Source: an optimization exercise on an open RTL-to-GDS flow (aim: small area, a short achievable clock period and few clock cycles). Production flows keep margins and buffers that such runs may drop.
The RTL of this run was laid out without a check of its function.
No activity file was given, so power comes from the tool's default toggle rates.

<file path="flow/design.v">
`timescale 1ns / 1ps
module top(clk,rst,imem_addr,imem_data,led,halted);
        input clk;
        input rst;
        output [0:7] imem_addr;
        input [0:31] imem_data;
        output [0:7] led;
        output halted;
        wire [31:0] ins = imem_data;
        wire [5:0] op  = ins[31:26];
        wire [4:0] rs  = ins[25:21];
        wire [4:0] rt  = ins[20:16];
        wire [4:0] rd  = ins[15:11];
        wire [7:0] imm = ins[7:0];
        wire [5:0] fn  = ins[5:0];
        reg  [7:0] R [0:31];
        reg  [7:0] pc;
        reg  [7:0] x_a, x_b;           
        reg  [7:0] x_alt;              
        reg  [7:0] x_last;             
        reg        x_fa, x_fb, x_jal;
        reg  [4:0] x_dst;
        reg        x_we, x_lw, x_slt, x_w2, x_br, x_bne, x_pt, x_alt_end;
        reg        stop, hq;
        wire [7:0] ea = x_fa ? x_last : x_a;
        wire [7:0] eb = x_fb ? x_last : x_b;
        wire [7:0] sum = ea + eb;
        wire [4:0] slo = {1'b0, ea[3:0]} + {1'b0, eb[3:0]};
        wire [3:0] ah = ea[7:4], bh = eb[7:4];
        wire hz0 = ((ah ^ bh) == {(ah[2:0] | bh[2:0]), 1'b0});
        wire hz1 = (~(ah ^ bh) == {(ah[2:0] & bh[2:0]), 1'b0});
        wire hz = slo[4] ? hz1 : hz0;
        reg [7:0] rom;
        always @(*) begin
                case (slo[3:0])
                4'd0: rom = 8'b10011100;
                4'd1: rom = 8'b10001111;
                4'd2: rom = 8'b01110000;
                4'd3: rom = 8'b00111011;
                4'd4: rom = 8'b00100000;
                4'd5: rom = 8'b01010000;
                4'd6: rom = 8'b00000111;
                4'd7: rom = 8'b00001000;
                4'd8: rom = 8'b00001001;
                4'd9: rom = 8'b00001010;
                4'd10: rom = 8'b00000110;
                default: rom = 8'b00000000;
                endcase
                if (!hz) rom = 8'b00000000;
        end
        wire lt = $signed(ea) < $signed(eb);
        wire [7:0] res = x_lw  ? rom :
                         x_slt ? {7'b0, lt} :
                         x_jal ? x_alt : sum;
        wire eq = (ea == eb);
        wire miss = x_br & (eq ^ x_bne ^ x_pt);
        wire d_lw   = op[5];                           
        wire d_addi = op[3];                           
        wire d_jal  = op[1] & ~op[5];                  
        wire d_br   = op[2];                           
        wire d_bne  = op[2] & op[0];                   
        wire d_r    = ~(op[5] | op[3] | op[2] | op[1]);  
        wire d_jr   = d_r & ~fn[5];                    
        wire d_slt  = d_r & fn[5] & fn[1];             
        wire d_we   = d_lw | d_addi | d_jal | (d_r & fn[5]);
        wire [4:0] d_dst = d_r ? rd : d_jal ? 5'd31 : rt;
        wire d_imm  = d_lw | d_addi;
        wire d_pt   = imm[7];                          
        wire fwd_a  = x_we & (x_dst == rs);
        wire fwd_b  = x_we & (x_dst == rt);
        wire fwd_31 = x_we & (x_dst == 5'd31);
        wire [7:0] rf_a = R[rs];
        wire [7:0] rf_b = R[rt];
        wire [7:0] r31 = fwd_31 ? res : R[31];
        wire [7:0] pc1 = pc + 8'd1;
        wire [7:0] pci = pc + imm;
        wire [7:0] npc = d_jr ? r31 : d_jal ? imm : (d_br & d_pt) ? pci : pc1;
        wire [7:0] alt = (d_pt | d_jal) ? pc1 : pci;
        wire npc_end = d_jr ? (r31 >= 8'd14) : d_jal ? (imm >= 8'd14) :
                       (d_br & d_pt) ? (pci >= 8'd14) : (pc1 >= 8'd14);
        wire kill = rst | miss | stop;
        wire stop_n = rst ? 1'b0 : miss ? x_alt_end : stop ? 1'b1 : npc_end;
        wire br_n = ~kill & d_br;
        wire w2_n = ~kill & d_we & (d_dst == 5'd2);
        assign imem_addr = pc;
        assign halted = hq;
        assign led = R[2];
        always @(posedge clk) begin
                stop <= stop_n;
                hq   <= stop_n & ~br_n & ~w2_n;
                if (kill) begin
                        x_we  <= 1'b0;
                        x_lw  <= 1'b0;
                        x_slt <= 1'b0;
                        x_w2  <= 1'b0;
                        x_br  <= 1'b0;
                        x_jal <= 1'b0;
                        if (rst) pc <= 8'd12;
                        else if (miss) pc <= x_alt;
                end
                else begin
                        x_we  <= d_we;
                        x_lw  <= d_lw;
                        x_slt <= d_slt;
                        x_w2  <= w2_n;
                        x_br  <= br_n;
                        x_jal <= d_jal;
                        pc    <= npc;
                end
                x_bne <= d_bne;
                x_pt  <= d_pt;
                x_alt <= alt;
                x_alt_end <= (alt >= 8'd14);
                x_dst <= d_dst;
                x_a   <= rf_a;
                x_b   <= d_imm ? imm : rf_b;
                x_fa  <= fwd_a;
                x_fb  <= fwd_b & ~d_imm;
                x_last <= res;
        end
        wire [7:0] wd = rst ? 8'd0 : res;
        genvar k;
        generate
                for (k = 0; k < 32; k = k + 1) begin : g_rf
                        always @(posedge clk)
                                if (rst | (x_we & (x_dst == k)))
                                        R[k] <= wd;
                end
        endgenerate
endmodule
</file>
<file path="flow/config.mk">
export PLATFORM = sky130hd
export DESIGN_NAME = top
export DESIGN_NICKNAME = top
export VERILOG_FILES = /design/flow/design.v
export SDC_FILE = /design/flow/constraint.sdc
export NUM_CORES = 4
export LEC_CHECK = 0
export CAP_MARGIN = 10
export CORE_MARGIN = 2
export CORE_UTILIZATION = 40
export CTS_CLUSTER_DIAMETER = 80
export CTS_CLUSTER_SIZE = 20
export SETUP_SLACK_MARGIN = 4.0
export SLEW_MARGIN = 10
export BUFFER_PORTS_ARGS = -buffer_cell sky130_fd_sc_hd__buf_2
</file>
<file path="flow/flow/run.sh">
#!/bin/bash
# Standard layout (the standard.sh, standard synthesis), with the port
# buffers made of buf_2 cells instead of buffer_ports' default choice.
set -euo pipefail
echo 'export BUFFER_PORTS_ARGS = -buffer_cell sky130_fd_sc_hd__buf_2' >> config.mk
bash standard.sh > standard.log 2>&1
</file>
<file path="flow/standard.sh">
#!/bin/bash
# synth_recipe.tcl (not shown) runs the flow's synth.tcl, then flattens the netlist and writes it again
# the make line also repeats each setting of config.mk as NAME=value (left out here)
make -C /OpenROAD-flow-scripts/flow DESIGN_CONFIG=/design/flow/config.mk WORK_HOME=/design/flow/orfs CLKGATE_MAP_FILE= SYNTH_SCRIPT=/design/flow/synth_recipe.tcl "${@:-finish}"
</file>
<file path="flow/constraint.sdc">
create_clock -name core_clock -period 7.0 [get_ports {clk}]
set_input_delay 1.4000 -clock core_clock [delete_from_list [all_inputs] [get_ports {clk}]]
set_output_delay 1.4000 -clock core_clock [all_outputs]
set_load 0.01 [all_outputs]
</file>
==> flow_summary.ini <==
[final_layout]
fin_util = 0.524
fin_cells = 1950
area_growth_pct = 29.0
layout_commonest_cell = edfxtp_1
final_cell_mix = edfxtp_1, buf_4, a22o_1
num-fill-cells = 3223
fin_nets = 1498
stdcell_area_um2 = 19700
drive_gt1_frac = 0.325

[routing]
vias = 13412
ant_nets = 0
routed_via_density = 6.88
drt_iter0_drc = 1955
remaining_drc_errors = 0
wire_per_inst_um = 36.3
first_pass_iters = 8
wirelength_mm = 70.7

[worst_setup_path]
cp.depth = 14
critical-path-max-stage-delay_ns = 0.44
arrival_ns = 3.63
cpLargestDelayFamily = buffers and inverters
r2r_start = x_fa
crit_top_cell = buf_6
ff2ff_path_depth = 14
critPathCapture = R[24][4]
path_buf_inv = 6
worstPathMaxFanout = 16
critPathLaunch = x_fa
required_ns = 7.29
critPathSlowestCell = dfxtp_4
cp_cell_sequence = buf_6 > mux2_4 > ha_4 > buf_6 > nand2b_4 > a21oi_4 > mux2i_4 > buf_4 > nor3b_2 > a221o_2 > buf_6 > buf_12 > nor2b_4 > buf_12
worst-r2r-setup-slack_ns = 3.66
rr_endpoint = R[24][4]
start_kind = flip-flop
end_kind = flip-flop
crit_type = reg -> reg

[clock_network]
h-tree-depth = 1
tritoncts = built
clk_pin_slew_ns = 0.08
clock_latency_ns = 0.57
cts.path.max_buffers = 3
cts_buffers = 21
cts_root_buf = clkbuf_16
cts.sinks = 313

[min_path]
min_path_type = reg -> reg

[timing]
holdWs_ns = 0.505
slew_headroom = 0.164
fin_crit_ns = 3.34
final_max_slew_viol_count = 0
tightest_slew_ns = 1.25
skew_ns = 0.0404
hold_violations = 0
rsz0062_at_grt = true
setup_viol = 0
timing.final.ws_setup_ns = 3.66
setup_tns_ns = 0
max_freq_ghz = 0.299
final.period_utilization = 0.477

[synth]
synth_flop_cell = edfxtp_1
ys_warn_count = 2
syn_area_per_cell_um2 = 12.4
netlist_instances = 1232
synth_area_um2 = 15300
synth_seq_cells = 313
synth.distinct_cells = 77
yosysTopAreaCellShare = 0.519
yosys-top-cells-area = edfxtp_1, dfxtp_1, a221oi_1
yosysTopAreaCell = edfxtp_1
synth-edff-count = 264
ys_seq_area_frac = 0.583
syn_nets = 1301
async_flop_share = 0

[grt]
grt_max_degree = 64
use_met2 = 0.546
use_met1 = 0.419
busiest_layer = met2
grt_pass1_vias = 12607
grt.overflow.total = 0
grt_use_total = 0.348
grt_util_met3 = 0.121
grt_pass1_wl_mm = 95.1
antenna_found_initial = 3

[pwr]
p_leak_nw = 7.08
power.switching_mw = 2.05
p_int_mw = 4.08
total_power_mw = 6.13
pwr-share-seq = 0.465
power_density_nw_per_um2 = 311
pwr-share-comb = 0.325
p_clk_frac = 0.210
switching_share = 0.335
vdd.ir_drop.worst_mv = 0.227

[floorplanning]
io_pins = 51
rows = 71
die_h_um = 199
die_w_um = 199
start_util = 0.406
core_area_um2 = 37700
dieArea_um2 = 39800

[place]
place_inst = 1782
placed_area_um2 = 16500
dp_hpwl_mm = 44.8
io_buffers = 46
gp_congestion = 1.01
pre_cts_slack_ns = 2.82

[status]
outcome = timing/DRC/antenna clean

[job]
maxCapViolCount = 0
## Yosys cell counts, types with 10 or more instances
| master | instances |
|---|---|
| a21o_1 | 13 |
| a21oi_1 | 28 |
| a221oi_1 | 99 |
| a22o_1 | 99 |
| a22oi_1 | 46 |
| clkbuf_1 | 35 |
| dfxtp_1 | 49 |
| edfxtp_1 | 264 |
| ha_1 | 31 |
| inv_1 | 23 |
| mux2i_1 | 18 |
| nand2_1 | 58 |
| nand2b_1 | 21 |
| nand3_1 | 29 |
| nand3b_1 | 10 |
| nand4_1 | 36 |
| nor2_1 | 115 |
| nor2b_1 | 14 |
| nor3_1 | 16 |
| o21ai_0 | 27 |
| o21bai_1 | 17 |
| xnor2_1 | 18 |
| xor2_1 | 15 |
## final cells by class
type,instances,area (µm²),area share
diodes,1,2.50,0.000127
clock buffers,24,558,0.0283
clock inverters,8,91.3,0.00463
inverters,24,95.1,0.00482
multi-input cells,856,7400,0.375
flip-flops and latches,313,8920,0.452
well taps,511,639,0.0324
repair buffers,213,2020,0.102
## flip-flops by register name, indices dropped and copies added (netlist names), 5 cells and up
name	flops
R	256
x_alt	8
x_dst	5
x_a	8
x_last	8
x_b	8
pc	8
## what timing repair did
| item | in CTS | in global routing |
|---|---|---|
| pin swaps | 36 | 48 |
| resized for setup | 170 | 96 |
| hold buffers | 0 | 0 |
| buffers inserted | 83 | 37 |
| endpoints found under the setup margin | 304 | 287 |
| gates cloned | 12 | 2 |
## worst register-to-register path, delay by kind of cell, from the launching register on
family	cells	cell delay [ns]
compound gates	2	0.55
fa+ha+maj	1	0.25
simple gates	3	0.33
flops	1	0.44
buf+inv	6	0.88
mux	2	0.65
## power by group through the flow
stage                     combinational (mW)  clock (mW)  sequential, mW
final                                   1.99        1.29            2.85
after floorplan                        0.746           0            2.72
after detailed placement                1.11           0            2.86
after CTS                               1.77        1.29            2.83
after global routing                    2.08        1.35            2.88
after global placement                  1.10           0            2.86
## how the worst min path moves through the flow
stage	from	endpoint	slack, ns	depth (start not counted)
after floorplan	R[0][5]	x_a[5]	0.47	1
after global placement	x_alt_end	stop	0.49	2
after detailed placement	x_alt_end	stop	0.50	2
after CTS	x_alt_end	stop	0.52	2
after global routing	x_alt_end	stop	0.53	2
final	x_alt_end	stop	0.50	2
## per-layer routing
layer / vias up / share of wire
li1: 5386 / -
met1: 6511 / 0.36
met2: 1147 / 0.43
met3: 366 / 0.13
met4: 2 / 0.079
met5: - / 0.00023
## kinds of logic (layout without fill, tap and decap cells)
logic type / count (synthesis) / in the layout / share of synthesized area
adder cells (fa/ha/maj): 35 / 35 / 0.0306
AND/OR/NAND/NOR: 358 / 367 / 0.121
buffers and inverters: 72 / 269 / 0.0209
AO/OA/AOI/OAI: 392 / 392 / 0.205
multiplexers: 28 / 28 / 0.0193
other: 0 / 1 / 0
XOR/XNOR: 34 / 34 / 0.0207
flip-flops: 313 / 313 / 0.583

afterwards: timing with drivers on the ports:
Ports are ideal in the flow. The routed layout listed here was re-timed in OpenROAD. Step 1 assumes that a clkbuf_16 drives the clock port and a buf_2 every other input. Step 2, shift: input delay + t, output delay - t, t = (earliest + latest rising clock arrival at the registers) / 2. This alone moves slack from input paths to output paths. Slacks: no drivers / after step 1 / after step 2; pairs: no drivers / after step 1.
t (ns): 0.603
slack for setup (ns): 3.658 / 3.658 / 3.234
hold WS [ns]: 0.505 / 0.505 / 0.505
After both steps this run still meets setup and hold. For this run, drivers alone change the setup slack by 0.000 ns; drivers and shift together by -0.424 ns.
